This design comes from an exercise in tuning for small area and a short achievable clock period on the open sky130 flow, not from production work. Only simulation tests tie the RTL to the original design; equivalence was not proved. No activity file was given, so power comes from the tool's default toggle rates.

// saw2sin
module saw2sin
( input  wire        i_clk
, input  wire [15:0] i_saw
, output logic [15:0] o_sin
);
wire inv = i_saw[15];
wire rev = i_saw[14];
wire [13:0] v = i_saw[13:0] ^ {14{rev}};
wire [5:0] m = v[13:8];
wire [7:0] tb = {~v[7], v[6:0]};
wire [6:0] a = tb[7] ? ~tb[6:0] : tb[6:0];
wire [15:0] c0;
wire [7:0] c1;
sin_rom rom (.m(m), .c0(c0), .c1(c1));
wire [2:0] qn;
sin_qrom qrom (.mq(m[5:4]), .aq(a[6:4]), .qn(qn));
wire [3:0] bneg, bone, btwo;
assign bneg[0] = tb[1];
assign bone[0] = tb[0] ^ rev;
assign btwo[0] = (tb[1] & ~tb[0] & ~rev) | (~tb[1] & tb[0] & rev);
assign bneg[1] = tb[3];
assign bone[1] = tb[2] ^ tb[1];
assign btwo[1] = (tb[3] & ~tb[2] & ~tb[1]) | (~tb[3] & tb[2] & tb[1]);
assign bneg[2] = tb[5];
assign bone[2] = tb[4] ^ tb[3];
assign btwo[2] = (tb[5] & ~tb[4] & ~tb[3]) | (~tb[5] & tb[4] & tb[3]);
assign bneg[3] = tb[7];
assign bone[3] = tb[6] ^ tb[5];
assign btwo[3] = (tb[7] & ~tb[6] & ~tb[5]) | (~tb[7] & tb[6] & tb[5]);
wire b_pp0_5 = (((bone[0] & c1[5]) | (btwo[0] & c1[4])) ^ bneg[0]);
wire b_pp0_6 = (((bone[0] & c1[6]) | (btwo[0] & c1[5])) ^ bneg[0]);
wire b_pp0_7 = (((bone[0] & c1[7]) | (btwo[0] & c1[6])) ^ bneg[0]);
wire b_pp0_8 = ((btwo[0] & c1[7]) ^ bneg[0]);
wire b_nneg0 = ~bneg[0];
wire b_pp1_3 = (((bone[1] & c1[3]) | (btwo[1] & c1[2])) ^ bneg[1]);
wire b_pp1_4 = (((bone[1] & c1[4]) | (btwo[1] & c1[3])) ^ bneg[1]);
wire b_pp1_5 = (((bone[1] & c1[5]) | (btwo[1] & c1[4])) ^ bneg[1]);
wire b_pp1_6 = (((bone[1] & c1[6]) | (btwo[1] & c1[5])) ^ bneg[1]);
wire b_pp1_7 = (((bone[1] & c1[7]) | (btwo[1] & c1[6])) ^ bneg[1]);
wire b_pp1_8 = ((btwo[1] & c1[7]) ^ bneg[1]);
wire b_nneg1 = ~bneg[1];
wire b_pp2_1 = (((bone[2] & c1[1]) | (btwo[2] & c1[0])) ^ bneg[2]);
wire b_pp2_2 = (((bone[2] & c1[2]) | (btwo[2] & c1[1])) ^ bneg[2]);
wire b_pp2_3 = (((bone[2] & c1[3]) | (btwo[2] & c1[2])) ^ bneg[2]);
wire b_pp2_4 = (((bone[2] & c1[4]) | (btwo[2] & c1[3])) ^ bneg[2]);
wire b_pp2_5 = (((bone[2] & c1[5]) | (btwo[2] & c1[4])) ^ bneg[2]);
wire b_pp2_6 = (((bone[2] & c1[6]) | (btwo[2] & c1[5])) ^ bneg[2]);
wire b_pp2_7 = (((bone[2] & c1[7]) | (btwo[2] & c1[6])) ^ bneg[2]);
wire b_pp2_8 = ((btwo[2] & c1[7]) ^ bneg[2]);
wire b_nneg2 = ~bneg[2];
wire b_pp3_0 = ((bone[3] & c1[0]) ^ bneg[3]);
  ...
Size: about 510 cells after synthesis, ~16 flip-flops, about 33 I/O pins, roughly 3800 sq um of cells after synthesis.
clock: 70.0 ns
lec_check: 0
abc_area: 1
cap_margin: 20
core_margin: 2
core_utilization: 40
slew_margin: 20
synth_hierarchical: 1
standard.sh (not shown) runs the stock make flow with config.mk's settings and CLKGATE_MAP_FILE= SYNTH_SCRIPT=/design/flow/synth_recipe.tcl, a recipe that flattens the netlist after the stock synthesis.
==> flow/flow/run.sh <==
#!/bin/bash
# Own flow: the standard layout, with one change to synthesis: ABC maps the
# combinational logic with flow/abc_area.script (area-first mapping, then
# sizing) instead of ORFS's abc_area.script.  Everything else, including
# synth_recipe.tcl (-nofsm -noshare, flatten, rename), is the standard flow.
set -euo pipefail
rm -rf scripts_abc
cp -r "$FLOW_HOME/scripts" scripts_abc
cp flow/abc_area.script scripts_abc/abc_area.script
bash standard.sh SCRIPTS_DIR="$PWD/scripts_abc" synth > synth.log 2>&1
bash standard.sh SETUP_SLACK_MARGIN=53 "BUFFER_PORTS_ARGS=-buffer_cell sky130_fd_sc_hd__buf_1" finish > layout.log 2>&1
==> flow/flow/abc_area.script <==
strash
dch
map -a
topo
stime -c
buffer -c
upsize -c
dnsize -c
The starting point finished clean.
Rerun with:
--- a/flow/flow/run.sh
+++ b/flow/flow/run.sh
@@ -11 +11 @@
-bash standard.sh SETUP_SLACK_MARGIN=53 "BUFFER_PORTS_ARGS=-buffer_cell sky130_fd_sc_hd__buf_1" finish > layout.log 2>&1
+bash standard.sh SETUP_SLACK_MARGIN=50 "BUFFER_PORTS_ARGS=-buffer_cell sky130_fd_sc_hd__buf_1" finish > layout.log 2>&1
What happened: The new run completed with no timing, DRC or antenna violations; worst setup slack gets better by 120 ps; die area is unchanged; global-route usage drops by 3.4 points.
Rerun with:
--- a/flow/flow/run.sh
+++ b/flow/flow/run.sh
@@ -11 +11 @@
-bash standard.sh SETUP_SLACK_MARGIN=50 "BUFFER_PORTS_ARGS=-buffer_cell sky130_fd_sc_hd__buf_1" finish > layout.log 2>&1
+bash standard.sh "BUFFER_PORTS_ARGS=-buffer_cell sky130_fd_sc_hd__buf_2" finish > layout.log 2>&1
What happened:
- maximum frequency falls by about 7%
- count of clock-buffer cells in the layout stays the same
- wire length fell by 9.4%
- area after synthesis does not change
- design area decreases by about 12%
- die area stays the same
Rerun with:
--- a/flow/flow/run.sh
+++ b/flow/flow/run.sh
@@ -11 +11 @@
-bash standard.sh "BUFFER_PORTS_ARGS=-buffer_cell sky130_fd_sc_hd__buf_2" finish > layout.log 2>&1
+bash standard.sh "BUFFER_PORTS_ARGS=-buffer_cell sky130_fd_sc_hd__buf_1" finish > layout.log 2>&1
Effect: Sequential power hardly moves. Cell area fell by 1.5%. Clock power fell by 18%. Routed wire length rose by 4.4%. Total power rose by 0.75%. Worst hold slack gets better by 210 ps.

[re-timing with driven ports]
No port has a modelled driver above. Below, the same layouts with a new extraction and two added sets of constraints.
Step 1 sets driving cells, clkbuf_16 on the clock port and buf_2 on the other inputs (assumed; they add their load-dependent delay and slew).
Step 2 also shifts input and output timing later by t, the mid clock arrival at the registers, as if the neighbouring blocks saw the same clock.
Slacks: ideal ports / drivers / drivers and shift; pairs: ideal ports / drivers.
run	t (ns)	slack for setup (ns)	clock arrival spread, ns	slew at the worst register clock pin (ns)	worst data-port slew with drivers (ns)
the first run	0.261	50.111 / 50.106 / 49.845	0.002 / 0.001	0.05 / 0.05	0.04
the second run	0.263	50.232 / 50.217 / 49.954	0.002 / 0.002	0.06 / 0.06	0.04
the third run	0.266	48.767 / 48.769 / 48.503	0.000 / 0.000	0.06 / 0.06	0.03
the fourth run	0.261	48.310 / 48.307 / 48.046	0.002 / 0.001	0.05 / 0.05	0.04
After both steps setup and hold are still met in every run listed. For the second run, which loses most, drivers alone change the setup slack by -0.015 ns; drivers and shift together by -0.278 ns.
